Background: an optimization exercise with open tools, aiming at small area and a short achievable clock period. Do not read the settings as production practice. Only simulation tests tie the RTL to the original design; equivalence was not proved. Power and IR drop assume default switching activity.

File: flow/flow/run.sh
#!/bin/bash
# The standard ORFS layout with three changes:
#  - ABC maps with the script below (area mapping, no buffering; the
#    layout's repair steps size and buffer instead),
#  - plain buf_1 cells as the port buffers,
#  - timing repair aimed at setup slack >= 26 ns.
set -euo pipefail
rm -rf scripts_custom
cp -r "$FLOW_HOME/scripts" scripts_custom
printf '%s\n' 'strash' 'dch' 'map -a' 'topo' 'stime -c' 'buffer -c' 'upsize -c' 'dnsize -c' > scripts_custom/abc_area.script
bash standard.sh SCRIPTS_DIR="$PWD/scripts_custom" \
    BUFFER_PORTS_ARGS="-buffer_cell sky130_fd_sc_hd__buf_1" \
    SETUP_SLACK_MARGIN=26 finish > make_finish.log 2>&1
File: flow/standard.sh
#!/bin/bash
# synth_recipe.tcl (not shown) runs the flow's synth.tcl, then flattens the netlist and writes it again
# the make line also repeats each setting of config.mk as NAME=value (left out here)
make -C /OpenROAD-flow-scripts/flow DESIGN_CONFIG=/design/flow/config.mk WORK_HOME=/design/flow/orfs CLKGATE_MAP_FILE= SYNTH_SCRIPT=/design/flow/synth_recipe.tcl "${@:-finish}"
File: flow/constraint.sdc
create_clock -name core_clock -period 40.0 [get_ports {clk}]
set_input_delay 8.0000 -clock core_clock [delete_from_list [all_inputs] [get_ports {clk}]]
set_output_delay 8.0000 -clock core_clock [all_outputs]
set_load 0.01 [all_outputs]
File: flow/design.v
`timescale 1ns / 1ps
module CompareAndShift32Bit (
    input  [30:0] a,
    input  [30:0] b,
    input         sub,
    output        a_ge_b,
    output [7:0]  exp_x,
    output [22:0] frac_x,
    output [23:0] man_x,
    output [23:0] al_man_y
);
    wire [7:0] ea = a[30:23];
    wire [7:0] eb = b[30:23];
    wire [7:0] ep = ~(ea ^ eb);
    wire [7:0] eg = ea & ~eb;
    reg  [7:0] EG, EP;
    integer l, j;
    always @(*) begin
        EG = eg;
        EP = ep;
        for (l = 0; l < 3; l = l + 1)
            for (j = 0; j < 8; j = j + 1)
                if (((j >> l) & 1) == 1) begin
                    EG[j] = EG[j] | (EP[j] & EG[((j >> l) << l) - 1]);
                    EP[j] = EP[j] & EP[((j >> l) << l) - 1];
                end
    end
    wire exp_gt = EG[7];
    wire exp_eq = EP[7];
    reg [22:0] gg, tt;
    integer s, i;
    always @(*) begin
        gg = a[22:0] & ~b[22:0];
        tt = a[22:0] | ~b[22:0];
        for (s = 1; s < 23; s = s * 2)
            for (i = 2*s - 1; i < 23; i = i + 2*s) begin
                gg[i] = gg[i] | (tt[i] & gg[i-s]);
                tt[i] = tt[i] & tt[i-s];
            end
        gg[22] = gg[22] | (tt[22] & (gg[21] | (tt[21] & (gg[19] | (tt[19] & gg[15])))));
        tt[22] = tt[22] & tt[21] & tt[19] & tt[15];
    end
    wire frac_ge = gg[22] | tt[22];
    assign a_ge_b = exp_gt | (exp_eq & frac_ge);
    assign exp_x  = a_ge_b ? ea : eb;
    assign frac_x = a_ge_b ? a[22:0] : b[22:0];
    assign man_x  = {exp_x != 8'd0, frac_x};
    wire [7:0]  shift = ep ^ (exp_gt ? {EG[6:0] | EP[6:0], 1'b1} : ~{EG[6:0], 1'b0});
    wire [22:0] frac_y = a_ge_b ? b[22:0] : a[22:0];
    wire        hid_y  = a_ge_b ? (eb != 8'd0) : (ea != 8'd0);
    wire [23:0] man_y  = {hid_y, frac_y} ^ {24{sub}};
    wire [15:0] f = {16{sub}};
    wire [23:0] s0 = shift[0] ? {f[0],    man_y[23:1]} : man_y;
    wire [23:0] s1 = shift[1] ? {f[1:0],  s0[23:2]}    : s0;
    wire [23:0] s2 = shift[2] ? {f[3:0],  s1[23:4]}    : s1;
    wire [23:0] s3 = shift[3] ? {f[7:0],  s2[23:8]}    : s2;
    wire [23:0] s4 = shift[4] ? {f[15:0], s3[23:16]}   : s3;
    assign al_man_y = (shift[7:5] != 3'd0) ? {24{sub}} : s4;
endmodule
`timescale 1ns / 1ps
module Addition32Bit (
    input         sub,
    input  [23:0] x,
    input  [23:0] y,
    output [24:0] res
);
    wire [23:0] p = x ^ y;
    wire [23:0] g = x & y;
    reg  [23:0] G, P;
    integer s, i;
    always @(*) begin
        G = {g[23:1], g[0] | (p[0] & sub)};
        P = p;
        for (s = 1; s < 24; s = s * 2)
            for (i = 2*s - 1; i < 24; i = i + 2*s) begin
                G[i] = G[i] | (P[i] & G[i-s]);
                P[i] = P[i] & P[i-s];
            end
        for (s = 8; s >= 1; s = s / 2)
            for (i = 3*s - 1; i < 24; i = i + 2*s) begin
                G[i] = G[i] | (P[i] & G[i-s]);
                P[i] = P[i] & P[i-s];
            end
    end
    assign res[23:0] = p ^ {G[22:0], sub};
    assign res[24]   = G[23] & ~sub;
endmodule
`timescale 1ns / 1ps
module Normalization32Bit (
    input  [24:0] res,
    input  [7:0]  exp_base,
    output [22:0] man_res,
    output [7:0]  exp_res,
    output        overflow
);
    wire [7:0] e = exp_base + 8'd1;
    wire [31:0] r = {res, 7'h7f};
    wire z16 = (r[31:16] == 16'd0);
    wire [15:0] q1 = z16 ? r[15:0] : r[31:16];
    wire z8 = (q1[15:8] == 8'd0);
    wire [7:0] q2 = z8 ? q1[7:0] : q1[15:8];
    wire z4 = (q2[7:4] == 4'd0);
    wire [3:0] q3 = z4 ? q2[3:0] : q2[7:4];
    wire z2 = (q3[3:2] == 2'd0);
    wire [1:0] q4 = z2 ? q3[1:0] : q3[3:2];
    wire z1 = ~q4[1];
    wire [4:0] lz = {z16, z8, z4, z2, z1};
    wire big = e[7:5] != 3'd0;
    wire [4:0] k;
    wire [5:0] lt, gt;  
    assign lt[5] = big;
    assign gt[5] = 1'b0;
    genvar i;
    generate
        for (i = 4; i >= 0; i = i - 1) begin : g_min
            assign k[i] = gt[i+1] ? e[i] : (lt[i+1] ? lz[i] : (lz[i] & e[i]));
            assign lt[i] = lt[i+1] | (~gt[i+1] & ~lz[i] & e[i]);
            assign gt[i] = gt[i+1] | (~lt[i+1] & lz[i] & ~e[i]);
        end
    endgenerate
    wire [24:0] n = res << k;
    assign exp_res = n[24] ? e - {3'd0, k} : 8'd0;
    assign man_res = n[23:1];
    assign overflow = (exp_base == 8'd254) & res[24];
endmodule
`timescale 1ns / 1ps
module adder_32bit(
    input clk,
    input rst,
    input [31:0] i_a,
    input [31:0] i_b,
    input i_vld,
    output [31:0] o_res,
    output reg o_res_vld,
    output overflow
);
wire sign_a = i_a[31];
wire sign_b = i_b[31];
wire        a_ge_b;
wire [7:0]  exp_x;
wire [22:0] frac_x;
wire [23:0] man_x, al_man_y;
wire [24:0] res;
CompareAndShift32Bit u_CompareAndShift32Bit (
    .a(i_a[30:0]),
    .b(i_b[30:0]),
    .sub(sign_a ^ sign_b),
    .a_ge_b(a_ge_b),
    .exp_x(exp_x),
    .frac_x(frac_x),
    .man_x(man_x),
    .al_man_y(al_man_y)
);
Addition32Bit u_Addition32Bit (
    .sub(sign_a ^ sign_b),
    .x(man_x),
    .y(al_man_y),
    .res(res)
);
wire exp_a_max = &i_a[30:23];
wire exp_b_max = &i_b[30:23];
wire special   = exp_a_max | exp_b_max;
wire nan_res   = (|frac_x) | (exp_a_max & exp_b_max & (sign_a ^ sign_b));
wire x_zero    = (exp_x == 8'd0) & (frac_x == 23'd0);
wire sign_res  = a_ge_b ? (sign_a & ~x_zero) : sign_b;
reg [24:0] r_res;
reg [7:0]  r_exp;
reg        r_sign, r_nan;
always @(posedge clk or posedge rst) begin
    if (rst) begin
        r_res <= 25'b0;
        r_exp <= 8'b0;
        r_sign <= 1'b0;
        r_nan <= 1'b0;
        o_res_vld <= 1'b0;
    end else begin
        r_res <= res;
        r_exp <= exp_x;
        r_sign <= sign_res & ~(special & nan_res);
        r_nan <= special & nan_res;
        o_res_vld <= i_vld;
    end
end
wire        r_special = &r_exp;
wire [22:0] man_res;
wire [7:0]  exp_res;
wire        operation_overflow;
Normalization32Bit u_Normalization32Bit (
    .res(r_res),
    .exp_base(r_exp),
    .man_res(man_res),
    .exp_res(exp_res),
    .overflow(operation_overflow)
);
assign o_res[31]    = r_sign;
assign o_res[30:23] = exp_res | {8{r_special}};
assign o_res[22]    = r_special ? r_nan : man_res[22];
assign o_res[21:0]  = man_res[21:0] & {22{~r_special}};
assign overflow     = r_special | operation_overflow;
endmodule
File: flow/config.mk
export PLATFORM = sky130hd
export DESIGN_NAME = adder_32bit
export DESIGN_NICKNAME = adder_32bit
export VERILOG_FILES = /design/flow/design.v
export SDC_FILE = /design/flow/constraint.sdc
export NUM_CORES = 4
export LEC_CHECK = 0
export ABC_AREA = 1
export CAP_MARGIN = 20
export CORE_MARGIN = 2
export CORE_UTILIZATION = 40
export CTS_BUF_LIST = sky130_fd_sc_hd__clkbuf_4 sky130_fd_sc_hd__clkbuf_8
export SLEW_MARGIN = 20
==> run notes, run 1 <==
outcome timing/DRC/antenna clean; Worst-Margin Slew 0.808 ns; Static Leakage 3.91 nW; initial antenna violation count 0; top post-synthesis cells by area dfrtp_1, nand2_1, o21ai_0, inv_1, ha_1; Mapped Cells 1,115; DR vias/cell 5.33; Post-synth top cells nand2_1, inv_1, o21ai_0; Final HPWL DP 16.3 mm; sequential area share after synthesis 0.133; EDFF count, synth 0; PD cells 60.4 nW/um2; # hold bufs at CTS 0; CORE AREA 16,600 um2; Hold WC Path Type primary input to async pin; Placer Congestion 0.923; Fin. Hold Viols 0; Final setup violation count 0; pin count of the biggest net entering global routing 56; number of clock sinks 36; DR vias 7,767; diodes inserted 0; share of the synthesized area in the top cell type 0.133; syn_nets 1,234; Die H 134 um; CTS tree built; flop and latch count out of synthesis 36; critical path's most frequent cell a21oi_1; Total GRT Usage 0.232; relative slew slack 0.461; Setup crit start kind primary input; max-slew violation count 0; Reg clk slew, reported paths 0.07 ns; Mean Syn Cell Area 6.09 um2; Nets 1,356; Routed wire per std cell 15.1 um; filler instances 1,780; total die area 18,000 um2; Final period util 0.353; Clock Path Buffers 2; mapped cell area 6790 um2; router iterations before antenna repair 5; initial core utilization 0.410; CP Max Fanout 27; Clock Tree Root clkbuf_8; num ports 101; worst vdd ir 39.6 uV; IO buf count 100; DRC Markers 0; cell taking the most area after synthesis dfrtp_1; Yosys warnings 3; Die W 134 um; ys flop type dfrtp_1; num rows 47; Detailed Route WL 21.9 mm; Max Cap Viol 0; clock period minus worst slack 14.11 ns; most common cell in the netlist nand2_1; grt ovf 0; FMAX 0.0709 GHz; CP max stage cell fa_1; P&R area growth vs syn 25.0%; CP max stage delay 0.44 ns; first-pass GRT wire length 34.2 mm; TritonCTS buffer count 5; Unique masters post-synth 62; RSZ-0062 raised after global routing true; Power Total 0.513 mW; vias in the first global route 7,067; share of layout cells above drive strength 1 0.188; post-route setup TNS 0 ns; number of H-tree levels 2; DRT iter0 DRCs 451; ANT nets after route 0; asr flop ratio synth 1.00; crit end category flop; CP Data Required Time 40.17 ns; critical path class primary input to flop; critical path arrival 14.27 ns
==> layout by cell type, fill, tap and decap left out, types with 4 or more instances in the layout <==
| cell type | n |
|---|---|
| nand2_1 | 208 |
| inv_1 | 140 |
| o21ai_0 | 97 |
| buf_1 | 89 |
| nor2_1 | 86 |
| a21oi_1 | 71 |
| o21ai_1 | 66 |
| buf_4 | 50 |
| xor2_1 | 37 |
| ha_1 | 37 |
| dfrtp_1 | 36 |
| nand3_1 | 25 |
| a21oi_2 | 23 |
| o21ai_2 | 19 |
| inv_2 | 16 |
| nand3_2 | 12 |
| xnor2_1 | 12 |
| nor4_1 | 11 |
| nor2_4 | 10 |
| o22ai_1 | 10 |
| nor2_2 | 9 |
| nand2_2 | 9 |
| nand4_1 | 9 |
| a31oi_1 | 8 |
| mux2i_1 | 8 |
| nor3_1 | 8 |
| o211ai_1 | 7 |
| fa_1 | 7 |
| fa_2 | 7 |
| clkbuf_8 | 6 |
| clkbuf_2 | 6 |
| a22oi_1 | 5 |
| nand2_4 | 4 |
| or2_1 | 4 |
| clkinvlp_4 | 4 |
| buf_16 | 4 |
| buf_6 | 4 |
==> power by group <==
part	switching (mW)	internal (mW)
combinational	0.265	0.156
clock	0.0122	0.0139
sequential	0.0142	0.0510
total	0.292	0.221
==> routing by layer <==
layer  up-vias  part of all wire  GRT usage
met4         0             0.026     0.0749
met2       184              0.51      0.428
met3        38             0.028     0.0121
met1      3573              0.44      0.289
met5         -                 0          0
li1       3972                 -          -
==> final cells by class <==
type / instances / area (um2) / area share
timing repair buffer: 159 / 997 / 0.117
timing repair inverter: 2 / 12.5 / 0.00147
clock inverter: 2 / 15.0 / 0.00177
clock buffer: 6 / 82.6 / 0.00972
multi-input combinational: 868 / 5580 / 0.657
sequential: 36 / 901 / 0.106
tap: 220 / 275 / 0.0324
inverter: 165 / 632 / 0.0744
==> stage by stage <==
| step | setup slack [ns] | util | hold WS (ns) | instance area [um2] | cells |
|---|---|---|---|---|---|
| 3_3_place_gp | 24.67 | 0.443 | 8.08 | 7340 | 1396 |
| 5_1_grt | 25.62 | 0.512 | 7.80 | 8490 | 1458 |
| 2_1_floorplan | 26.00 | - | 8.03 | 6860 | 1115 |
| 6_report | 25.89 | 0.512 | 7.76 | 8490 | 1458 |
| 4_1_cts | 25.67 | 0.487 | 7.77 | 8080 | 1443 |
| 3_5_place_dp | 24.44 | 0.443 | 8.09 | 7340 | 1396 |
==> worst max path at each step <==
| stage | start | slack (ns) | cells after the start | end |
|---|---|---|---|---|
| detailed placement | i_b[7] | 24.44 | 47 | r_res[22] |
| floorplan | i_b[15] | 26.00 | 44 | r_res[21] |
| global route | i_b[3] | 25.62 | 47 | r_res[22] |
| finish | i_b[3] | 25.89 | 47 | r_res[23] |
| CTS | i_b[7] | 25.67 | 47 | r_res[22] |
| global placement | i_b[7] | 24.67 | 47 | r_res[22] |
==> cell families (layout without fill, tap and decap cells) <==
logic type               Yosys count  in the layout  synth area share
adder cells (fa/ha/maj)           52             52             0.111
AO/OA/AOI/OAI                    346            346             0.288
multiplexers                       8              8            0.0118
AND/OR/NAND/NOR                  409            410             0.263
flip-flops                        36             36             0.133
buffers and inverters            212            334             0.126
XOR/XNOR                          52             52            0.0670
==> critical path, delay by kind of cell <==
family,cells,cell delay (ns)
simple gates,16,1.55
buf+inv,4,0.47
fa+ha+maj,2,0.84
compound gates,23,3.03
xor+xnor,2,0.37
==> registers in the layout, summed over array words and instances, names as in the netlist <==
name,flops
r_exp,8
r_res,25
r_sign,1
o_res_vld,1
r_nan,1
==> repair_timing <==
action	CTS	global route
endpoints found under the setup margin	13	17
pin swaps	34	51
endpoints found under the hold margin	0	0
gates cloned	5	3
gates resized for setup	76	92
buffers inserted	34	12
==> run 2: changes to the inputs <==
--- a/flow/flow/run.sh
+++ b/flow/flow/run.sh
@@ -8,5 +8,5 @@
 rm -rf scripts_custom
 cp -r "$FLOW_HOME/scripts" scripts_custom
-printf '%s\n' 'strash' 'dch' 'map -a' 'topo' 'stime -c' 'buffer -c' 'upsize -c' 'dnsize -c' > scripts_custom/abc_area.script
+printf '%s\n' 'strash' 'dch' 'map -D 3000' 'topo' 'stime -c' 'buffer -c' 'upsize -c' 'dnsize -c' > scripts_custom/abc_area.script
 bash standard.sh SCRIPTS_DIR="$PWD/scripts_custom" \
     BUFFER_PORTS_ARGS="-buffer_cell sky130_fd_sc_hd__buf_1" \
==> run notes, run 2 <==
clock period minus worst slack 14.11 ns; DR vias/cell 5.37; initial antenna violation count 0; Reg clk slew, reported paths 0.06 ns; clock share of power 0.051; switch share 0.566; ANT nets after route 0; Die H 133 um; DRT iter0 DRCs 515; syn_nets 1,215; mux cell area share after synthesis 0.0315; Gate power share 0.825; Static Leakage 4.06 nW; Synth Area in Simple Gates 0.270; Routed wire per std cell 15.0 um; share of the synthesized area in the top cell type 0.135; Clock Path Buffers 2; top post-synthesis cells by area dfrtp_1, nand2_1, o21ai_0, inv_1, ha_1; largest family of logic cells by synthesized area compound AO/OA/AOI/OAI gates; Placer Congestion 0.925; mapped cell area 6670 um2; CTS tree built; max reg flops 25; grt ovf 0; DRC Markers 0; xor/xnor share of the synthesized area 0.0682; Detailed Route WL 21.8 mm; CP Data Required Time 40.17 ns; Unique masters post-synth 56; TritonCTS buffer count 5; RSZ-0062 raised after global routing true; IO buf count 100; FMAX 0.0709 GHz; Seq pwr share 0.124; critical path arrival 14.28 ns; relative slew slack 0.393; filler instances 1,705; DR vias 7,791; leading cell type in the layout, fill and taps excluded nand2_1; Worst Path Buf+Inv 6; Final HPWL DP 16.2 mm; # hold bufs at CTS 0; PD cells 60.1 nW/um2; asr flop ratio synth 1.00; CORE AREA 16,500 um2; CP top delay family compound AO/OA/AOI/OAI gates; Die W 133 um; Clock Tree Root clkbuf_8; most common cell in the netlist nand2_1; router iterations before antenna repair 5; Max Cap Viol 0; vias in the first global route 7,037; flop and latch count out of synthesis 36; dpl ws 24.46 ns; Reg with most FFs r_res; Fin. Hold Viols 0; Compound-Gate Fraction of Synth Area 0.271; Final period util 0.353; outcome timing/DRC/antenna clean; sequential cell area 901 um2; instance count on the critical path 44; diodes inserted 0; ys flop type dfrtp_1; num rows 47; post-route setup TNS 0 ns; Hold WC Path Type primary input to async pin; num ports 101; Nets 1,349; crit end category flop; cell taking the most area after synthesis dfrtp_1; number of clock sinks 36; first-pass GRT wire length 33.8 mm; Worst-Margin Slew 0.910 ns; Final setup violation count 0; critical path class primary input to flop; P_sw 0.294 mW; Total GRT Usage 0.230; post-synthesis adder-cell area fraction 0.113; max-slew violation count 0; CP Max Fanout 7; Mapped Cells 1,096; share of layout cells above drive strength 1 0.188; Yosys warnings 3; worst vdd ir 37.7 uV; CP max stage delay 0.41 ns; Setup crit start kind primary input; EDFF count, synth 0; P&R area growth vs syn 29.5%; commonest non-fill, non-tap cells in the layout nand2_1, inv_1, o21ai_0, nor2_1, buf_1; total die area 17,700 um2; number of H-tree levels 2; area of the multi-input gates 5650 um2; CP max stage cell fa_2; pin count of the biggest net entering global routing 56; Mean Syn Cell Area 6.09 um2; sequential area share after synthesis 0.135; Final WS setup 25.89 ns; Post-synth top cells nand2_1, o21ai_0, inv_1; initial core utilization 0.405; Top Registers r_res: 25 flops, r_exp: 8 flops; Pint 0.225 mW
## run 2: cell count changes after synthesis, sizes merged, moves of 3 or more
cell / previous run / this run
a21oi: 96 / 74
buf: 18 / 11
clkbuf: 29 / 36
clkinv: 6 / 2
inv: 159 / 140
mux2i: 8 / 21
nand2: 221 / 240
nor2: 105 / 101
nor3: 10 / 14
o211ai: 8 / 4
o21a: 3 / 6
o21ai: 183 / 179
## run 2: final timing paths
check / start / endpoint / slack [ns]
hold / removal: rst / r_sign / 7.76
max in group asynchronous: rst / r_res[12] / 31.93
setup / recovery: i_b[13] / r_res[21] / 25.89
min in group core_clock: i_vld / o_res_vld / 7.82
## run 2: cell type report
cell class                      instances  share of cell area
Clock buffer                            7              0.0111
Timing Repair Buffer                  171               0.135
Tap cell                              220              0.0318
Inverter                              142              0.0637
Multi-Input combinational cell        873               0.653
Timing Repair inverter                  1            0.000868
Sequential cell                        36               0.104
## run 2: kinds of logic after synthesis
kind of cell    count (synthesis)
simple gates                  425
flops                          36
fa+ha+maj                      52
compound gates                321
mux                            21
buf+inv                       189
xor+xnor                       52
## run 2: timing repair
action / in CTS / in global routing
gates cloned: 6 / 4
setup endpoints to repair: 13 / 13
setup buffers: 30 / 27
gates resized for setup: 58 / 129
pin swaps: 29 / 30
## run 2: power groups by stage
stage | Clock [mW] | Sequential [mW] | Combinational (mW)
floorplan | 0 | 0.0600 | 0.287
global placement | 0 | 0.0639 | 0.375
detailed placement | 0 | 0.0640 | 0.376
CTS | 0.0275 | 0.0633 | 0.401
global route | 0.0290 | 0.0665 | 0.478
finish | 0.0263 | 0.0645 | 0.428
## run 2: routing by layer
metal  vias to the layer above  wire [um]  GRT usage
met2                       236      10500      0.409
met5                         -          0          0
met3                        64        822     0.0110
li1                       3965          -          -
met1                      3526       9510      0.289
met4                         0        913      0.102
## run 2: through the flow
stage | utilization | hold slack [ns] | cell area, um2 | cells | power [mW]
global route | 0.525 | 7.80 | 8640 | 1450 | 0.574
floorplan | - | 8.03 | 6790 | 1096 | 0.347
CTS | 0.482 | 7.76 | 7940 | 1419 | 0.492
global placement | 0.442 | 8.08 | 7270 | 1376 | 0.439
detailed placement | 0.442 | 8.08 | 7270 | 1376 | 0.440
finish | 0.525 | 7.76 | 8640 | 1450 | 0.519
## run 2: worst min-delay path, delay by kind of cell
| kind | cells | cell delay [ns] |
|---|---|---|
| buf+inv | 3 | 0.46 |
==> run 3: changes to the inputs <==
--- a/flow/flow/run.sh
+++ b/flow/flow/run.sh
@@ -8,5 +8,5 @@
 rm -rf scripts_custom
 cp -r "$FLOW_HOME/scripts" scripts_custom
-printf '%s\n' 'strash' 'dch' 'map -D 3000' 'topo' 'stime -c' 'buffer -c' 'upsize -c' 'dnsize -c' > scripts_custom/abc_area.script
+printf '%s\n' 'strash' 'dch' 'map -D 2500' 'topo' 'stime -c' 'buffer -c' 'upsize -c' 'dnsize -c' > scripts_custom/abc_area.script
 bash standard.sh SCRIPTS_DIR="$PWD/scripts_custom" \
     BUFFER_PORTS_ARGS="-buffer_cell sky130_fd_sc_hd__buf_1" \
==> run notes, run 3 <==
outcome timing/DRC/antenna clean; P&R area growth vs syn 23.8%; Reg with most FFs r_res; Final WS setup 26.03 ns; vias in the first global route 7,401; commonest non-fill, non-tap cells in the layout nand2_1, inv_1, buf_1, o21ai_0, nand3_1; pin count of the biggest net entering global routing 61; sequential area share after synthesis 0.129; critical path arrival 14.13 ns; Reg clk slew, reported paths 0.06 ns; share of the synthesized area in the top cell type 0.129; Top Registers r_res: 25 flops, r_exp: 8 flops; EDFF count, synth 0; Final HPWL DP 17.6 mm; syn_nets 1,235; Hold WC Path Type primary input to async pin; leading cell type in the layout, fill and taps excluded nand2_1; Nets 1,359; share of layout cells above drive strength 1 0.171; num rows 48; DRC Markers 0; DR vias/cell 5.58; worst vdd ir 39.9 uV; flop and latch count out of synthesis 36; critical path's most frequent cell buf_4; most common cell in the netlist nand2_1; ys flop type dfrtp_1; Clock Tree Root clkbuf_8; Detailed Route WL 23.3 mm; asr flop ratio synth 1.00; Worst-Margin Slew 0.945 ns; clock period minus worst slack 13.97 ns; CTS tree built; diodes inserted 0; Total GRT Usage 0.241; CP Data Required Time 40.15 ns; Mean Syn Cell Area 6.25 um2; Final setup violation count 0; Final Instance Area 8640 um2; Final period util 0.349; number of clock sinks 36; PD cells 59.3 nW/um2; Routed wire per std cell 15.9 um; initial antenna violation count 0; RSZ-0062 raised after global routing true; router iterations before antenna repair 8; DR vias 8,170; Setup crit start kind primary input; grt ovf 0; Mapped Cells 1,116; Die H 136 um; critical path class primary input to flop; Post-synth top cells nand2_1, inv_1, o21ai_0; relative slew slack 0.366; Max Cap Viol 0; TritonCTS buffer count 5; CORE AREA 17,200 um2; Fin. Hold Viols 0; Clock Path Buffers 2; CP Max Fanout 6; mapped cell area 6980 um2; Die W 136 um; Unique masters post-synth 58; num ports 101; first-pass GRT wire length 36.1 mm; CP max stage delay 0.43 ns; IO buf count 100; post-route setup TNS 0 ns; total die area 18,500 um2; worst hold margin 7.77 ns; cell taking the most area after synthesis dfrtp_1; dpl ws 24.25 ns; top post-synthesis cells by area dfrtp_1, nand2_1, o21ai_0, inv_1, ha_1; number of H-tree levels 2; initial core utilization 0.406; final core occ 0.503; Placer Congestion 0.995; DRT iter0 DRCs 574; dpl cell area 7490 um2; Static Leakage 3.99 nW; FMAX 0.0716 GHz; max reg flops 25; max-slew violation count 0; ANT nets after route 0; CP max stage cell fa_2; Yosys warnings 3; filler instances 1,804; crit end category flop
[run 3: cell count changes after synthesis, moves of 7 or more]
cell      before  now
o21a_1         6   19
nand3_1       33   77
buf_2          2    9
nand2_1      239  226
nor3_1        14    5
o21ai_0      138  107
mux2i_1       21    8
o21ai_1       39   14
o211ai_1       4   55
a31oi_1       11   26
nor2_1       100   71
[run 3: path summary, 6_finish.rpt]
| check | slack (ns) | end | cells past startpoint | from |
|---|---|---|---|---|
| setup / recovery | 26.03 | r_res[5] | 40 | i_a[15] |
| hold / removal | 7.77 | r_sign | 3 | rst |
| max in group asynchronous | 31.92 | r_res[1] | 3 | rst |
| min in group core_clock | 7.83 | o_res_vld | 1 | i_vld |
[run 3: report_power, final]
group | switching, mW | total (mW) | internal (mW) | leakage (nW)
registers | 0.0177 | 0.0688 | 0.0510 | 0.420
logic | 0.261 | 0.418 | 0.157 | 3.51
clock network | 0.0109 | 0.0262 | 0.0153 | 0.0503
[run 3: cell type report]
class / instances / area [um2] / share of cell area
flip-flops and latches: 36 / 901 / 0.104
multi-input cells: 881 / 5710 / 0.660
well taps: 225 / 282 / 0.0326
inverters: 146 / 566 / 0.0655
clock buffers: 7 / 96.3 / 0.0111
repair inverters: 1 / 5.00 / 0.000579
repair buffers: 169 / 1090 / 0.126
[run 3: worst max-delay path: cells and delay by family]
family	cells	cell delay [ns]
AND/OR/NAND/NOR	9	1.09
buffers and inverters	18	2.15
XOR/XNOR	2	0.31
adder cells (fa/ha/maj)	3	1.20
AO/OA/AOI/OAI	8	1.34
[run 3: timing repair]
item,in CTS,in global routing
setup buffers,30,25
cloned,4,3
hold buffers,0,0
gates resized for setup,59,105
endpoints found under the setup margin,16,13
hold endpoints to repair,0,0
pin swaps,26,45
[run 3: cell families after synthesis]
logic type / share of synthesized area
simple gates: 0.271
compound gates: 0.296
buf+inv: 0.115
xor+xnor: 0.0690
fa+ha+maj: 0.108
flops: 0.129
mux: 0.0115
[run 3: stage by stage]
step / total power, mW / std cells
global route: 0.567 / 1465
global placement: 0.435 / 1396
detailed placement: 0.437 / 1396
CTS: 0.490 / 1437
finish: 0.513 / 1465
floorplan: 0.344 / 1116
[run 3: metal layers]
| metal | track usage | vias up | share of wire |
|---|---|---|---|
| met4 | 0.116 | 0 | 0.044 |
| li1 | - | 4075 | - |
| met2 | 0.417 | 292 | 0.48 |
| met1 | 0.304 | 3737 | 0.44 |
| met3 | 0.0168 | 66 | 0.038 |
| met5 | 0 | - | 0 |
==> run 4: changes to the inputs <==
--- a/flow/design.v
+++ b/flow/design.v
@@ -3,5 +3,4 @@
     input  [30:0] a,
     input  [30:0] b,
-    input         sub,
     output        a_ge_b,
     output [7:0]  exp_x,
@@ -49,12 +48,11 @@
     wire [22:0] frac_y = a_ge_b ? b[22:0] : a[22:0];
     wire        hid_y  = a_ge_b ? (eb != 8'd0) : (ea != 8'd0);
-    wire [23:0] man_y  = {hid_y, frac_y} ^ {24{sub}};
-    wire [15:0] f = {16{sub}};
-    wire [23:0] s0 = shift[0] ? {f[0],    man_y[23:1]} : man_y;
-    wire [23:0] s1 = shift[1] ? {f[1:0],  s0[23:2]}    : s0;
-    wire [23:0] s2 = shift[2] ? {f[3:0],  s1[23:4]}    : s1;
-    wire [23:0] s3 = shift[3] ? {f[7:0],  s2[23:8]}    : s2;
-    wire [23:0] s4 = shift[4] ? {f[15:0], s3[23:16]}   : s3;
-    assign al_man_y = (shift[7:5] != 3'd0) ? {24{sub}} : s4;
+    wire [23:0] man_y  = {hid_y, frac_y};
+    wire [23:0] s0 = shift[0] ? {1'b0,  man_y[23:1]} : man_y;
+    wire [23:0] s1 = shift[1] ? {2'b0,  s0[23:2]}    : s0;
+    wire [23:0] s2 = shift[2] ? {4'b0,  s1[23:4]}    : s1;
+    wire [23:0] s3 = shift[3] ? {8'b0,  s2[23:8]}    : s2;
+    wire [23:0] s4 = shift[4] ? {16'b0, s3[23:16]}   : s3;
+    assign al_man_y = (shift[7:5] != 3'd0) ? 24'd0 : s4;
 endmodule
 `timescale 1ns / 1ps
@@ -65,6 +63,7 @@
     output [24:0] res
 );
-    wire [23:0] p = x ^ y;
-    wire [23:0] g = x & y;
+    wire [23:0] xs = x ^ {24{sub}};
+    wire [23:0] p  = xs ^ y;
+    wire [23:0] g  = (x & {24{~sub}} & y) | (x & {24{sub}} & ~y);
     reg  [23:0] G, P;
     integer s, i;
@@ -145,5 +144,4 @@
     .a(i_a[30:0]),
     .b(i_b[30:0]),
-    .sub(sign_a ^ sign_b),
     .a_ge_b(a_ge_b),
     .exp_x(exp_x),
==> flow/flow/run.sh (replaced) <==
#!/bin/bash
# The standard ORFS layout with two changes:
#  - plain buf_1 cells as the port buffers,
#  - timing repair aimed at setup slack >= 26 ns.
set -euo pipefail
bash standard.sh BUFFER_PORTS_ARGS="-buffer_cell sky130_fd_sc_hd__buf_1" \
    SETUP_SLACK_MARGIN=26 finish > make_finish.log 2>&1
==> run notes, run 4 <==
outcome timing/DRC/antenna clean; DR vias 9,090; Die W 147 um; pin count of the biggest net entering global routing 82; CP max stage cell ha_2; share of layout cells above drive strength 1 0.0798; share of the synthesized area in the top cell type 0.195; Fin. Hold Viols 0; Routed wire per std cell 14.4 um; Setup Buffers After CTS 0; Final period util 0.325; Static Leakage 4.49 nW; sequential area share after synthesis 0.111; CP Data Required Time 40.16 ns; worst hold margin 7.55 ns; max reg flops 25; top post-synthesis cells by area nand2_1, nand3_1, ha_1, dfrtp_1, inv_1; Post-synth top cells nand2_1, nand3_1, inv_1; commonest non-fill, non-tap cells in the layout nand2_1, nand3_1, inv_1, buf_1, o21ai_0; RSZ-0062 raised after global routing false; total die area 21,500 um2; initial core utilization 0.405; flop and latch count out of synthesis 36; Mean Syn Cell Area 5.81 um2; mapped cell area 8150 um2; CORE AREA 20,100 um2; Detailed Route WL 25.0 mm; Clock Tree Root clkbuf_8; max-slew violation count 0; DRC Markers 0; router iterations before antenna repair 7; Nets 1,608; first-pass GRT wire length 41.4 mm; critical path class primary input to flop; DRT iter0 DRCs 628; initial antenna violation count 0; Clock Path Buffers 2; PD cells 54.7 nW/um2; area of the multi-input gates 6300 um2; num rows 52; ys flop type dfrtp_1; clock period minus worst slack 13.01 ns; Hold WC Path Type primary input to async pin; vias in the first global route 8,214; Final setup violation count 0; Worst-Margin Slew 0.957 ns; ANT nets after route 0; Mapped Cells 1,401; syn_nets 1,543; CP endpoint r_res[23]; diodes inserted 0; leading cell type in the layout, fill and taps excluded nand2_1; Unique masters post-synth 55; DR vias/cell 5.24; CTS tree built; relative slew slack 0.360; CP max stage delay 0.69 ns; critical path's most frequent cell nand2_1; EDFF count, synth 0; Top Registers r_res: 25 flops, r_exp: 8 flops; critical path arrival 13.17 ns; Total GRT Usage 0.232; P&R area growth vs syn 7.33%; Reg with most FFs r_res; Setup crit start kind primary input; number of H-tree levels 2; worst vdd ir 20.0 uV; Reg clk slew, reported paths 0.06 ns; post-route setup TNS 0 ns; sequential cell area 901 um2; CP Max Fanout 81; IO buf count 100; most common cell in the netlist nand2_1; FMAX 0.0769 GHz; filler instances 2,265; Yosys warnings 3; number of clock sinks 36; crit end category flop; grt ovf 0; Crit. Startpoint i_a[23]; post-cts sizing count 0; # hold bufs at CTS 0; asr flop ratio synth 1.00; Die H 147 um; TritonCTS buffer count 5; num ports 101; Placer Congestion 0.950; Final HPWL DP 20.8 mm; Max Cap Viol 0; cell taking the most area after synthesis nand2_1
-- run 4: cell types whose count changed in the layout (fill, tap and decap cells not counted), sizes merged, moves of 26 or more --
| cell | previous run | this run |
|---|---|---|
| nand2 | 227 | 445 |
| nand3 | 80 | 226 |
| o211ai | 55 | 3 |
| buf | 155 | 110 |
| ha | 38 | 74 |
| inv | 143 | 169 |
-- run 4: area by class of cell --
type	instances	area share
Tap cell	270	0.0386
Timing Repair Buffer	110	0.0515
Clock buffer	7	0.0110
Multi-Input combinational cell	1140	0.721
Inverter	173	0.0749
Sequential cell	36	0.103
-- run 4: per-layer routing --
metal / vias to the layer above / global-route usage / share of wire
li1: 4713 / - / -
met1: 4042 / 0.315 / 0.45
met2: 286 / 0.400 / 0.47
met3: 49 / 0.0106 / 0.048
met4: 0 / 0.0723 / 0.025
met5: - / 0 / 0
-- run 4: metrics by stage --
| step | setup slack, ns | std cells | instance area (um2) | utilization | power [mW] |
|---|---|---|---|---|---|
| after global routing | 26.22 | 1736 | 8740 | 0.435 | 0.537 |
| after global placement | 26.54 | 1729 | 8640 | 0.430 | 0.447 |
| after floorplan | 28.00 | 1401 | 8150 | - | 0.355 |
| after detailed placement | 26.42 | 1729 | 8640 | 0.430 | 0.450 |
| final | 26.99 | 1736 | 8740 | 0.435 | 0.478 |
| after CTS | 26.73 | 1736 | 8740 | 0.435 | 0.478 |
-- run 4: critical path: cells and delay by family --
family	cells	cell delay, ns
xor gates and xnor gates	1	0.13
buffers and inverters	6	0.41
adders and majority gates	3	1.07
AOI/OAI and AO/OA	3	0.46
and+or+nand+nor	24	3.09
-- run 4: report_power, final --
group | internal [mW] | switching (mW)
sequential | 0.0505 | 0.0121
combinational | 0.130 | 0.260
clock | 0.0153 | 0.0110
-- run 4: worst min-delay path by stage --
stage,startpoint,to,slack [ns],depth (start not counted)
after global routing,rst,r_exp[4],7.55,2
after CTS,rst,r_exp[4],7.53,2
final,rst,r_exp[4],7.55,2
after floorplan,i_vld,o_res_vld,8.03,0
after global placement,rst,r_exp[4],7.84,2
after detailed placement,rst,r_exp[4],7.84,2
-- run 4: cell families (layout without fill, tap and decap cells) --
logic type | count (synthesis) | after routing | share of synthesized area
AND/OR/NAND/NOR | 816 | 816 | 0.449
buffers and inverters | 225 | 290 | 0.118
AO/OA/AOI/OAI | 194 | 194 | 0.139
adder cells (fa/ha/maj) | 75 | 75 | 0.116
XOR/XNOR | 47 | 47 | 0.0579
flip-flops | 36 | 36 | 0.111
multiplexers | 8 | 8 | 0.0101
==> run 5: changes to the inputs <==
==> flow/flow/run.sh (replaced) <==
#!/bin/bash
# The standard ORFS layout with two changes:
#  - plain buf_1 cells as the port buffers,
#  - timing repair aimed at setup slack >= 28 ns.
set -euo pipefail
bash standard.sh BUFFER_PORTS_ARGS="-buffer_cell sky130_fd_sc_hd__buf_1" \
    SETUP_SLACK_MARGIN=28 finish > make_finish.log 2>&1
==> run notes, run 5 <==
Static Leakage 5.51 nW; Mean Syn Cell Area 5.81 um2; Placed Cells 1,727; post-route setup TNS 0 ns; mux cell area share after synthesis 0.0101; commonest non-fill, non-tap cells in the layout nand2_1, nand3_1, inv_1, buf_4, buf_1; FMAX 0.0822 GHz; sequential area share after synthesis 0.111; Post-synth top cells nand2_1, nand3_1, inv_1; most common cell in the netlist nand2_1; filler instances 1,977; Nets 1,734; Total GRT Usage 0.255; Final HPWL DP 20.4 mm; DRC Markers 0; Yosys warnings 3; critical path arrival 4.17 ns; DR vias/cell 5.41; RSZ-0062 raised after global routing true; Detailed Route WL 29.6 mm; Highest Signal Layer met4; Synth Area in Simple Gates 0.449; post-synthesis adder-cell area fraction 0.116; Final period util 0.304; Compound-Gate Fraction of Synth Area 0.139; first-pass GRT wire length 45.4 mm; cell taking the most area after synthesis nand2_1; vias in the first global route 9,009; critical path's most frequent cell nand2_1; sequential cell area 903 um2; ys flop type dfrtp_1; Reg clk slew, reported paths 0.07 ns; number of H-tree levels 2; diodes inserted 0; CORE AREA 20,100 um2; EDFF count, synth 0; critical path class flop to primary output; Cell Count, Final, Fillers Out 1,862; Reg with most FFs r_res; largest family of logic cells by synthesized area simple AND/OR/NAND/NOR gates; num rows 52; CP max stage cell dfrtp_1; router iterations before antenna repair 6; mapped cell area 8150 um2; pin count of the biggest net entering global routing 41; Unique masters post-synth 55; Worst-Margin Slew 0.987 ns; met3 routed WL 1.64 mm; leading cell type in the layout, fill and taps excluded nand2_1; syn_nets 1,543; max reg flops 25; CTS tree built; met2 WL 14.4 mm; Final setup violation count 0; Hold WC Path Type primary input to async pin; area of the multi-input gates 7490 um2; grt ovf 0; TritonCTS buffer count 5; flop and latch count out of synthesis 36; DRT iter0 DRCs 750; top post-synthesis cells by area nand2_1, nand3_1, ha_1, dfrtp_1, inv_1; Routed wire per std cell 15.9 um; asr flop ratio synth 1.00; metal1 wirelength 12.2 mm; Fin. Hold Viols 0; share of layout cells above drive strength 1 0.303; Setup crit start kind flop; outcome timing/DRC/antenna clean; max-slew violation count 0; xor/xnor share of the synthesized area 0.0579; CP Data Required Time 32.00 ns; Die H 147 um; DR vias 10,100; num ports 101; P&R area growth vs syn 37.2%; initial core utilization 0.405; Clock Tree Root clkbuf_8; initial antenna violation count 0; ANT nets after route 0; Clock Path Buffers 2; Placer Congestion 0.960; Power Total 0.647 mW; number of clock sinks 36; CP Max Fanout 11; CP max stage delay 0.41 ns; relative slew slack 0.341; crit end category primary output; Max Cap Viol 0; IO buf count 100; clock period minus worst slack 12.17 ns; total die area 21,500 um2; Crit. Startpoint r_res[16]; PD cells 57.9 nW/um2; Die W 147 um; Mapped Cells 1,401; share of the synthesized area in the top cell type 0.195; worst vdd ir 26.8 uV; Top Registers r_res: 25 flops, r_exp: 8 flops
[run 5: final timing paths]
check / slack [ns] / end / depth (start not counted)
worst max-delay path: 27.83 / o_res[22] / 29
worst min-delay path: 7.77 / o_res_vld / 3
max in group asynchronous: 31.89 / r_res[10] / 3
min in group core_clock: 7.81 / o_res_vld / 1
[run 5: timing repair]
| item | 4_1_cts | 5_1_grt |
|---|---|---|
| setup buffers | 62 | 47 |
| hold buffers | 0 | 0 |
| endpoints found under the setup margin | 54 | 49 |
| pin swaps | 49 | 99 |
| gates resized for setup | 145 | 228 |
| cloned | 12 | 7 |
[run 5: cell families after synthesis]
kind of cell | count (synthesis)
AO/OA/AOI/OAI | 194
adder cells (fa/ha/maj) | 75
buffers and inverters | 225
XOR/XNOR | 47
flip-flops | 36
multiplexers | 8
AND/OR/NAND/NOR | 816
[run 5: layer usage]
| metal | up-vias | track usage |
|---|---|---|
| li1 | 4994 | - |
| met1 | 4572 | 0.329 |
| met2 | 409 | 0.432 |
| met3 | 104 | 0.0202 |
| met4 | 0 | 0.123 |
| met5 | - | 0 |
[run 5: area by class of cell]
class	count	area share
timing repair buffer	225	0.144
tap	270	0.0302
timing repair inverter	3	0.00157
clock buffer	7	0.00862
sequential	36	0.0808
multi-input combinational	1148	0.670
inverter	173	0.0643
[run 5: stage by stage]
step	hold WS [ns]	setup slack, ns	utilization	cell area (um2)
after floorplan	8.03	28.00	-	8160
after global placement	8.08	26.58	0.430	8640
after detailed placement	8.09	26.40	0.430	8640
after CTS	7.77	27.94	0.495	9960
after global routing	7.80	27.55	0.556	11200
final	7.77	27.83	0.556	11200
[run 5: where the power goes]
group	internal, mW	total (mW)	switching, mW
logic	0.226	0.558	0.332
clock network	0.0153	0.0267	0.0114
registers	0.0506	0.0625	0.0119
[run 5: critical path, delay by kind of cell, from the launching register on]
kind / cells / cell delay (ns)
simple gates: 17 / 1.88
buf+inv: 9 / 1.10
compound gates: 3 / 0.49
flops: 1 / 0.41
==> run 6: changes to the inputs <==
==> flow/flow/run.sh (replaced) <==
#!/bin/bash
# The standard ORFS layout with two changes:
#  - plain buf_1 cells as the port buffers,
#  - timing repair aimed at setup slack >= 27 ns.
set -euo pipefail
bash standard.sh BUFFER_PORTS_ARGS="-buffer_cell sky130_fd_sc_hd__buf_1" \
    SETUP_SLACK_MARGIN=27 finish > make_finish.log 2>&1
==> run notes, run 6 <==
CORE AREA 20,100 um2; max reg flops 25; PD cells 54.6 nW/um2; grt ovf 0; sequential area share after synthesis 0.111; Power Total 0.488 mW; ANT nets after route 0; Post-synth top cells nand2_1, nand3_1, inv_1; num ports 101; final core occ 0.445; instance count on the critical path 35; Seq pwr share 0.129; Die H 147 um; CP Data Required Time 40.16 ns; clock share of power 0.054; clock period minus worst slack 12.58 ns; crit end category flop; outcome timing/DRC/antenna clean; TritonCTS buffer count 5; Final period util 0.314; critical path's most frequent cell nand2_1; Clock Path Buffers 2; CP top delay family compound AO/OA/AOI/OAI gates; Setup crit start kind primary input; Unique masters post-synth 55; max-slew violation count 0; P_sw 0.288 mW; RSZ-0062 raised after global routing false; share of layout cells above drive strength 1 0.0969; met3 usage 0.0106; total die area 21,500 um2; share of the synthesized area in the top cell type 0.195; IO buf count 100; Mean Syn Cell Area 5.81 um2; Final setup violation count 0; Nets 1,617; Pint 0.200 mW; switch share 0.590; leading cell type in the layout, fill and taps excluded nand2_1; CP max stage delay 0.41 ns; CP max stage cell inv_2; Clock Tree Root clkbuf_8; most common cell in the netlist nand2_1; router iterations before antenna repair 6; pin count of the biggest net entering global routing 82; Static Leakage 4.55 nW; Reg with most FFs r_res; initial core utilization 0.405; num rows 52; Routed wire per std cell 14.6 um; Max Cap Viol 0; Global Route met1 Usage 0.315; GR Util met2 0.400; commonest non-fill, non-tap cells in the layout nand2_1, nand3_1, inv_1, buf_1, o21ai_0; critical path arrival 12.74 ns; top post-synthesis cells by area nand2_1, nand3_1, ha_1, dfrtp_1, inv_1; Final HPWL DP 20.8 mm; Total GRT Usage 0.232; # hold bufs at CTS 0; critical path class primary input to flop; asr flop ratio synth 1.00; DRT iter0 DRCs 732; first-pass GRT wire length 41.4 mm; Gate power share 0.817; dpl cell area 8640 um2; Worst-Margin Slew 0.956 ns; vias in the first global route 8,216; cell taking the most area after synthesis nand2_1; Mapped Cells 1,401; EDFF count, synth 0; initial antenna violation count 0; P&R area growth vs syn 9.72%; number of H-tree levels 2; Fin. Hold Viols 0; Die W 147 um; number of clock sinks 36; mapped cell area 8150 um2; DRC Markers 0; worst vdd ir 20.3 uV; CTS tree built; ys flop type dfrtp_1; syn_nets 1,543; Worst Path Buf+Inv 8; diodes inserted 0; Yosys warnings 3; Reg clk slew, reported paths 0.06 ns; relative slew slack 0.361; CP Max Fanout 29; flop and latch count out of synthesis 36; post-route setup TNS 0 ns; FMAX 0.0795 GHz; Final Instance Area 8940 um2; Top Registers r_res: 25 flops, r_exp: 8 flops; Detailed Route WL 25.5 mm; most crowded layer after global routing met2; Hold WC Path Type primary input to async pin; DR vias 9,154; DR vias/cell 5.25; Placer Congestion 0.950
run 6: cell count changes in the layout (fill, tap and decap cells not counted), sizes merged, moves of 3 or more:
cell,change
nand2,-6
inv,+3
bufbuf,-3
clkinvlp,-5
clkbuf,-18
buf,-88
run 6: path summary, 6_finish.rpt:
| kind | startpoint | end | slack (ns) |
|---|---|---|---|
| max in group asynchronous | rst | r_exp[0] | 31.85 |
| min in group core_clock | i_vld | o_res_vld | 7.82 |
| max | i_b[24] | r_res[23] | 27.42 |
| min | rst | r_exp[4] | 7.55 |
run 6: kinds of logic after synthesis:
group / synth area share
and+or+nand+nor: 0.449
buffers and inverters: 0.118
AOI/OAI and AO/OA: 0.139
adders and majority gates: 0.116
xor gates and xnor gates: 0.0579
DFF: 0.111
muxes: 0.0101
run 6: layout make-up:
type | count | area, um2
Sequential cell | 36 | 902
Tap cell | 270 | 338
Multi-Input combinational cell | 1143 | 6420
Inverter | 173 | 667
Fill cell | 2247 | 11200
Timing Repair Buffer | 116 | 510
Clock buffer | 7 | 96.3
run 6: stage by stage:
stage          std cells  hold slack [ns]  setup WS, ns
5_1_grt             1745             7.55         26.98
3_3_place_gp        1729             7.84         26.54
3_5_place_dp        1729             7.84         26.42
2_1_floorplan       1401             8.03         28.00
6_report            1745             7.55         27.42
4_1_cts             1736             7.53         27.03
run 6: power by group through the flow:
stage	Sequential, mW	Clock (mW)	Combinational (mW)
after floorplan	0.0575	0	0.297
after global placement	0.0630	0	0.384
after detailed placement	0.0633	0	0.386
after CTS	0.0626	0.0275	0.388
after global routing	0.0640	0.0285	0.454
final	0.0627	0.0263	0.399
run 6: what timing repair did:
| action | 4_1_cts | 5_1_grt |
|---|---|---|
| setup endpoints to repair | 11 | 24 |
| resized for setup | 1 | 34 |
| pin swaps | 0 | 7 |
| gates cloned | 0 | 3 |
| setup buffers | 0 | 6 |
run 6: metal layers:
metal,vias to the layer above,wire length (um)
li1,4739,-
met1,4064,11500
met2,304,12100
met3,47,1280
met4,0,620
met5,-,0
==> run 7: changes to the inputs <==
--- a/flow/config.mk
+++ b/flow/config.mk
@@ -10,4 +10,4 @@
 export CORE_MARGIN = 2
 export CORE_UTILIZATION = 40
-export CTS_BUF_LIST = sky130_fd_sc_hd__clkbuf_4 sky130_fd_sc_hd__clkbuf_8
+export CTS_BUF_LIST = sky130_fd_sc_hd__clkbuf_2 sky130_fd_sc_hd__clkbuf_4
 export SLEW_MARGIN = 20
==> run notes, run 7 <==
outcome timing/DRC/antenna clean; max reg flops 25; Worst-Margin Slew 0.966 ns; syn_nets 1,543; Nets 1,620; Final HPWL DP 20.8 mm; num rows 52; IO buf count 100; Clock Tree Root clkbuf_4; router iterations before antenna repair 5; CTS tree built; Routed wire per std cell 14.5 um; CP top delay family simple AND/OR/NAND/NOR gates; Yosys warnings 3; critical path arrival 4.58 ns; CP Max Fanout 23; commonest non-fill, non-tap cells in the layout nand2_1, nand3_1, inv_1, buf_1, o21ai_0; post-route setup TNS 0 ns; CORE AREA 20,100 um2; Top Registers r_res: 25 flops, r_exp: 8 flops; leading cell type in the layout, fill and taps excluded nand2_1; Static Leakage 4.53 nW; share of the synthesized area in the top cell type 0.195; clock period minus worst slack 12.58 ns; flop and latch count out of synthesis 36; DR vias 9,147; CP Data Required Time 32.00 ns; Cell Count, Final, Fillers Out 1,749; critical path class flop to primary output; max-slew violation count 0; Worst Path Buf+Inv 6; sequential area share after synthesis 0.111; DRT iter0 DRCs 751; EDFF count, synth 0; FMAX 0.0795 GHz; Die H 147 um; RSZ-0062 raised after global routing true; filler instances 2,262; Placer Congestion 0.950; Fin. Hold Viols 0; pin count of the biggest net entering global routing 82; share of layout cells above drive strength 1 0.0968; initial antenna violation count 1; Reg clk slew, reported paths 0.09 ns; Final setup violation count 0; P&R area growth vs syn 9.19%; CP max stage delay 0.50 ns; Total GRT Usage 0.232; mapped cell area 8150 um2; Post-synth top cells nand2_1, nand3_1, inv_1; ys flop type dfrtp_1; number of H-tree levels 2; num ports 101; Die W 147 um; grt ovf 0; Final period util 0.315; asr flop ratio synth 1.00; Mapped Cells 1,401; ANT nets after route 0; worst vdd ir 20.8 uV; initial core utilization 0.405; Clock Path Buffers 2; Hold WC Path Type primary input to async pin; Unique masters post-synth 55; Placed Cells 1,729; top post-synthesis cells by area nand2_1, nand3_1, ha_1, dfrtp_1, inv_1; relative slew slack 0.353; DRC Markers 0; Max Cap Viol 0; crit end category primary output; vias in the first global route 8,202; Setup crit start kind flop; Mean Syn Cell Area 5.81 um2; first-pass GRT wire length 41.4 mm; DR vias/cell 5.23; Detailed Route WL 25.4 mm; CP max stage cell inv_1; most common cell in the netlist nand2_1; TritonCTS buffer count 5; total die area 21,500 um2; PD cells 53.7 nW/um2; critical path's most frequent cell nand2_1; Reg with most FFs r_res; cell taking the most area after synthesis nand2_1; number of clock sinks 36
run 7: layout make-up:
type	count	area (um2)	share of cell area
sequential	36	902	0.101
clock buffer	5	37.5	0.00422
multi-input combinational	1141	6390	0.719
timing repair buffer	121	544	0.0612
clock inverter	2	7.51	0.000844
inverter	173	667	0.0750
antenna	1	2.50	0.000281
tap	270	338	0.0380
run 7: per-stage QoR:
step / setup slack, ns / hold WS (ns) / cell area, um2 / total power [mW] / util
3_3_place_gp: 26.54 / 7.84 / 8640 / 0.447 / 0.430
6_report: 27.42 / 7.48 / 8890 / 0.478 / 0.442
2_1_floorplan: 28.00 / 8.03 / 8150 / 0.355 / -
3_5_place_dp: 26.42 / 7.84 / 8640 / 0.450 / 0.430
5_1_grt: 26.97 / 7.48 / 8890 / 0.536 / 0.442
4_1_cts: 27.10 / 7.46 / 8690 / 0.468 / 0.432
run 7: what timing repair did:
| action | in CTS | in global routing |
|---|---|---|
| pin swaps | 0 | 7 |
| setup buffers | 0 | 11 |
| endpoints found under the setup margin | 6 | 25 |
| resized for setup | 1 | 31 |
| hold buffers | 0 | 0 |
| cloned | 0 | 1 |
run 7: path summary, 6_finish.rpt:
| path | startpoint | end | slack, ns | cells past startpoint |
|---|---|---|---|---|
| hold / removal | rst | r_exp[4] | 7.48 | 2 |
| min in group core_clock | i_vld | o_res_vld | 7.75 | 1 |
| max in group asynchronous | rst | r_res[4] | 31.92 | 3 |
| setup / recovery | r_res[24] | o_res[30] | 27.42 | 27 |
run 7: report_power, final:
part / switching [mW] / internal (mW) / total, mW
Sequential: 0.0120 / 0.0504 / 0.0624
Clock: 0.0105 / 0.00612 / 0.0166
Combinational: 0.265 / 0.134 / 0.399
run 7: layer usage:
layer / GRT usage / part of all wire
met1: 0.316 / 0.46
met2: 0.403 / 0.48
met3: 0.00901 / 0.042
met4: 0.0655 / 0.024
met5: 0 / 0
run 7: logic make-up (layout without fill, tap and decap cells):
kind of cell | Yosys count | count (layout) | share of synthesized area
compound gates | 194 | 194 | 0.139
xor+xnor | 47 | 47 | 0.0579
fa+ha+maj | 75 | 75 | 0.116
buf+inv | 225 | 301 | 0.118
flops | 36 | 36 | 0.111
mux | 8 | 8 | 0.0101
other cells | 0 | 1 | 0
simple gates | 816 | 817 | 0.449
==> run 8: changes to the inputs <==
--- a/flow/config.mk
+++ b/flow/config.mk
@@ -11,3 +11,4 @@
 export CORE_UTILIZATION = 40
 export CTS_BUF_LIST = sky130_fd_sc_hd__clkbuf_2 sky130_fd_sc_hd__clkbuf_4
+export PLACE_DENSITY = 0.85
 export SLEW_MARGIN = 20
==> run notes, run 8 <==
Final period util 0.318; P_sw 0.287 mW; RSZ-0062 raised after global routing true; num rows 52; leading cell type in the layout, fill and taps excluded nand2_1; Hold WC Path Type primary input to async pin; Pint 0.198 mW; Yosys warnings 3; Final HPWL DP 19.4 mm; flop and latch count out of synthesis 36; CP Data Required Time 40.21 ns; Clock Path Buffers 2; Reg clk slew, reported paths 0.10 ns; grt ovf 0; Top Registers r_res: 25 flops, r_exp: 8 flops; Die H 147 um; max-slew violation count 0; P&R area growth vs syn 9.78%; pin count of the biggest net entering global routing 82; FMAX 0.0786 GHz; Clock Tree Root clkbuf_4; mapped cell area 8150 um2; Final Instance Area 8940 um2; initial antenna violation count 1; Final setup violation count 0; DR vias/cell 5.33; commonest non-fill, non-tap cells in the layout nand2_1, nand3_1, inv_1, buf_1, o21ai_0; Nets 1,617; CP max stage delay 0.52 ns; top post-synthesis cells by area nand2_1, nand3_1, ha_1, dfrtp_1, inv_1; vias in the first global route 8,263; router iterations before antenna repair 5; relative slew slack 0.409; Worst-Margin Slew 0.877 ns; max reg flops 25; Unique masters post-synth 55; CP max stage cell nor2_2; Reg with most FFs r_res; most common cell in the netlist nand2_1; Placer Congestion 1.00; Mapped Cells 1,401; number of H-tree levels 2; Total GRT Usage 0.214; IO buf count 100; syn_nets 1,543; Static Leakage 4.54 nW; Routed wire per std cell 13.8 um; num ports 101; Max Cap Viol 0; TritonCTS buffer count 5; number of clock sinks 36; Placed Cells 1,725; Cell Count, Final, Fillers Out 1,747; PD cells 54.3 nW/um2; share of layout cells above drive strength 1 0.0928; clock share of power 0.048; asr flop ratio synth 1.00; total die area 21,500 um2; critical path arrival 12.93 ns; outcome timing/DRC/antenna clean; first-pass GRT wire length 39.1 mm; sequential area share after synthesis 0.111; ANT nets after route 0; Mean Syn Cell Area 5.81 um2; switch share 0.591; CORE AREA 20,100 um2; initial core utilization 0.405; critical path class primary input to flop; Detailed Route WL 24.1 mm; Fin. Hold Viols 0; cell taking the most area after synthesis nand2_1; DRT iter0 DRCs 706; worst vdd ir 28.9 uV; Die W 147 um; share of the synthesized area in the top cell type 0.195; # hold bufs at CTS 0; Seq pwr share 0.128; DR vias 9,314; DRC Markers 0; dpl cell area 8610 um2; crit end category flop; Post-synth top cells nand2_1, nand3_1, inv_1; clock period minus worst slack 12.72 ns; post-route setup TNS 0 ns; EDFF count, synth 0; Setup crit start kind primary input; CP Max Fanout 29; CTS tree built; Gate power share 0.824; ys flop type dfrtp_1
## run 8: cell counts after synthesis
No cell type changed its count.
## run 8: routing by layer
metal | global-route usage | up-vias | part of all wire
met5 | 0 | - | 0
met4 | 0.0786 | 0 | 0.031
met3 | 0.0130 | 56 | 0.065
met2 | 0.354 | 365 | 0.46
met1 | 0.297 | 4137 | 0.45
li1 | - | 4756 | -
## run 8: metrics by stage
stage               setup slack [ns]  power [mW]  utilization  hold slack, ns
global route                   26.94       0.542        0.445            7.73
CTS                            27.11       0.470        0.433            7.71
global placement               26.62       0.438        0.428            8.08
finish                         27.28       0.485        0.445            7.70
detailed placement             26.44       0.445        0.428            8.08
floorplan                      28.00       0.355            -            8.03
## run 8: critical path, delay by kind of cell
family                   cells  cell delay (ns)
adder cells (fa/ha/maj)      2             0.55
AND/OR/NAND/NOR             10             1.45
buffers and inverters        6             0.89
AO/OA/AOI/OAI                9             1.57
XOR/XNOR                     3             0.47
## run 8: power groups by stage
stage	clock network (mW)	logic [mW]	registers (mW)
after detailed placement	0	0.383	0.0625
after CTS	0.0240	0.385	0.0616
after floorplan	0	0.297	0.0575
final	0.0234	0.400	0.0619
after global routing	0.0258	0.453	0.0630
after global placement	0	0.376	0.0624
## run 8: area by class of cell
type                    instances  area (um2)
repair inverters                1        5.00
clock buffers                   5        37.5
clock inverters                 3        37.5
well taps                     270         338
fillers                      2126       11200
flip-flops and latches         36         902
diodes                          1        2.50
multi-input cells            1143        6430
inverters                     173         666
repair buffers                115         528
## run 8: cells by family (layout without fill, tap and decap cells)
group                      count (synthesis)  count (layout)  synth area share
and+or+nand+nor                          816             818             0.449
buffers and inverters                    225             297             0.118
AOI/OAI and AO/OA                        194             194             0.139
adders and majority gates                 75              75             0.116
xor gates and xnor gates                  47              48            0.0579
DFF                                       36              36             0.111
muxes                                      8               8            0.0101
other                                      0               1                 0
## run 8: final timing paths
path | end | depth (start not counted) | startpoint | slack [ns]
min in group core_clock | o_res_vld | 1 | i_vld | 7.76
max | r_res[23] | 30 | i_b[24] | 27.28
min | r_sign | 3 | rst | 7.70
max in group asynchronous | r_exp[0] | 3 | rst | 31.98
## run 8: timing repair
action / in CTS / in global routing
setup buffers: 0 / 9
setup endpoints to repair: 5 / 20
resized for setup: 2 / 27
pin swaps: 0 / 6
gates cloned: 0 / 4
==> run 9: changes to the inputs <==
--- a/flow/config.mk
+++ b/flow/config.mk
@@ -11,4 +11,4 @@
 export CORE_UTILIZATION = 40
 export CTS_BUF_LIST = sky130_fd_sc_hd__clkbuf_2 sky130_fd_sc_hd__clkbuf_4
-export PLACE_DENSITY = 0.85
+export PLACE_DENSITY = 0.75
 export SLEW_MARGIN = 20
==> run notes, run 9 <==
outcome timing/DRC/antenna clean; Unique masters post-synth 55; Hold WC Path Type primary input to async pin; syn_nets 1,543; CORE AREA 20,100 um2; Die W 147 um; P_sw 0.285 mW; clock period minus worst slack 12.59 ns; clock share of power 0.036; Reg with most FFs r_res; Routed wire per std cell 13.5 um; mapped cell area 8150 um2; Fin. Hold Viols 0; TritonCTS buffer count 5; Final Instance Area 8820 um2; asr flop ratio synth 1.00; Seq pwr share 0.130; critical path's most frequent cell nand2_1; Final HPWL DP 19.2 mm; vias in the first global route 8,098; Detailed Route WL 23.5 mm; Clock Tree Root clkbuf_4; DRT iter0 DRCs 723; num rows 52; crit end category primary output; ANT nets after route 0; ys flop type dfrtp_1; Clock Path Buffers 2; Yosys warnings 3; flop and latch count out of synthesis 36; FMAX 0.0794 GHz; critical path class flop to primary output; Mean Syn Cell Area 5.81 um2; number of clock sinks 36; number of H-tree levels 2; P&R area growth vs syn 8.26%; DR vias 9,060; CTS tree built; max-slew violation count 0; Nets 1,613; Final period util 0.315; post-route setup TNS 0 ns; dpl cell area 8630 um2; total die area 21,500 um2; critical path arrival 4.59 ns; dpl ws 26.55 ns; CP max stage delay 0.46 ns; Setup crit start kind flop; share of layout cells above drive strength 1 0.0918; Max Cap Viol 0; router iterations before antenna repair 7; CP Data Required Time 32.00 ns; IO buf count 100; worst vdd ir 23.4 uV; Worst Path Buf+Inv 7; Top Registers r_res: 25 flops, r_exp: 8 flops; cell taking the most area after synthesis nand2_1; Final WS setup 27.41 ns; initial core utilization 0.405; Worst-Margin Slew 0.869 ns; relative slew slack 0.420; sequential area share after synthesis 0.111; grt ovf 0; DRC Markers 0; Placer Congestion 1.00; pin count of the biggest net entering global routing 82; Final setup violation count 0; CP Max Fanout 47; num ports 101; Mapped Cells 1,401; Die H 147 um; Reg clk slew, reported paths 0.10 ns; Total GRT Usage 0.213; most common cell in the netlist nand2_1; initial antenna violation count 1; Pint 0.190 mW; top post-synthesis cells by area nand2_1, nand3_1, ha_1, dfrtp_1, inv_1; share of the synthesized area in the top cell type 0.195; RSZ-0062 raised after global routing false; CP top delay family simple AND/OR/NAND/NOR gates; leading cell type in the layout, fill and taps excluded nand2_1; first-pass GRT wire length 38.7 mm; CP max stage cell fa_1; worst hold margin 7.69 ns; EDFF count, synth 0; Post-synth top cells nand2_1, nand3_1, inv_1; Static Leakage 4.49 nW; commonest non-fill, non-tap cells in the layout nand2_1, nand3_1, inv_1, buf_1, o21ai_0; switch share 0.601; Gate power share 0.834; DR vias/cell 5.20; max reg flops 25; PD cells 53.8 nW/um2
[run 9: cell count changes in the layout (fill, tap and decap cells not counted), moves of 2 or more]
cell	delta
buf_8	-2
buf_6	+2
clkinv_1	-2
xor2_4	-2
buf_12	-2
[run 9: stage by stage]
step / power (mW) / util / std cells
after floorplan: 0.355 / - / 1401
after global routing: 0.529 / 0.439 / 1742
after detailed placement: 0.446 / 0.429 / 1727
after global placement: 0.440 / 0.429 / 1727
after CTS: 0.465 / 0.432 / 1734
final: 0.475 / 0.439 / 1742
[run 9: logic make-up (layout without fill, tap and decap cells)]
| group | after synthesis | in the layout | share of synthesized area |
|---|---|---|---|
| compound gates | 194 | 194 | 0.139 |
| xor+xnor | 47 | 47 | 0.0579 |
| fa+ha+maj | 75 | 75 | 0.116 |
| buf+inv | 225 | 294 | 0.118 |
| flops | 36 | 36 | 0.111 |
| mux | 8 | 8 | 0.0101 |
| other cells | 0 | 1 | 0 |
| simple gates | 816 | 817 | 0.449 |
[run 9: final timing paths]
path	startpoint	to	slack [ns]	depth (start not counted)
setup / recovery	r_res[15]	o_res[29]	27.41	30
hold / removal	rst	o_res_vld	7.69	3
max in group asynchronous	rst	r_res[12]	31.97	3
min in group core_clock	i_vld	o_res_vld	7.75	1
[run 9: what timing repair did]
item                       4_1_cts  5_1_grt
cloned                           0        2
pin swaps                        0        4
buffers inserted                 0        5
gates resized for setup          1       25
setup endpoints to repair        1       25
hold buffers                     0        0
[run 9: power groups by stage]
stage               registers (mW)  logic, mW  clock network (mW)
floorplan                   0.0575      0.297                   0
global placement            0.0628      0.377                   0
detailed placement          0.0626      0.384                   0
CTS                         0.0617      0.385              0.0179
global route                0.0630      0.447              0.0189
finish                      0.0617      0.396              0.0171
[run 9: layer usage]
layer	global-route usage	wire (um)	vias to the layer above
met2	0.358	10800	337
met3	0.0106	1460	38
met5	0	0	-
met1	0.297	10800	3954
li1	-	-	4731
met4	0.0636	522	0
[run 9: area by class of cell]
type,count,area (um2)
Fill cell,2197,11300
Multi-Input combinational cell,1141,6370
Sequential cell,36,903
Inverter,173,668
Timing Repair Buffer,113,480
Tap cell,270,338
Clock buffer,5,37.5
Clock inverter,2,12.5
Timing Repair inverter,1,5.00
Antenna cell,1,2.50

afterwards: timing with drivers on the ports:
No port has a modelled driver above. Below, the same layouts with a new extraction and two added sets of constraints.
Step 1: set_driving_cell puts a clkbuf_16 on clk and a buf_2 on each other input, an assumption about the parent block.
Step 2 also shifts input and output timing later by t, the mid clock arrival at the registers, as if the neighbouring blocks saw the same clock.
Three values: ideal ports, drivers, drivers and shift; two values: the first two.
run	t (ns)	setup slack, ns	worst data-port slew with drivers (ns)	cell pins on the clock port's net
run 1	0.318	25.893 / 25.905 / 25.587	0.06	1
run 2	0.305	25.886 / 25.862 / 25.556	0.05	1
run 3	0.302	26.026 / 26.003 / 25.701	0.05	1
run 4	0.308	26.988 / 26.999 / 26.690	0.04	1
run 5	0.313	27.829 / 27.795 / 27.683	0.04	1
run 6	0.309	27.422 / 27.429 / 27.120	0.04	1
run 7	0.366	27.420 / 27.385 / 27.091	0.04	1
run 8	0.356	27.276 / 27.287 / 26.930	0.04	1
run 9	0.367	27.406 / 27.371 / 27.159	0.04	1
After both steps every run listed still meets setup and hold. For run 8, which loses most, drivers alone change the setup slack by +0.011 ns; drivers and shift together by -0.346 ns.
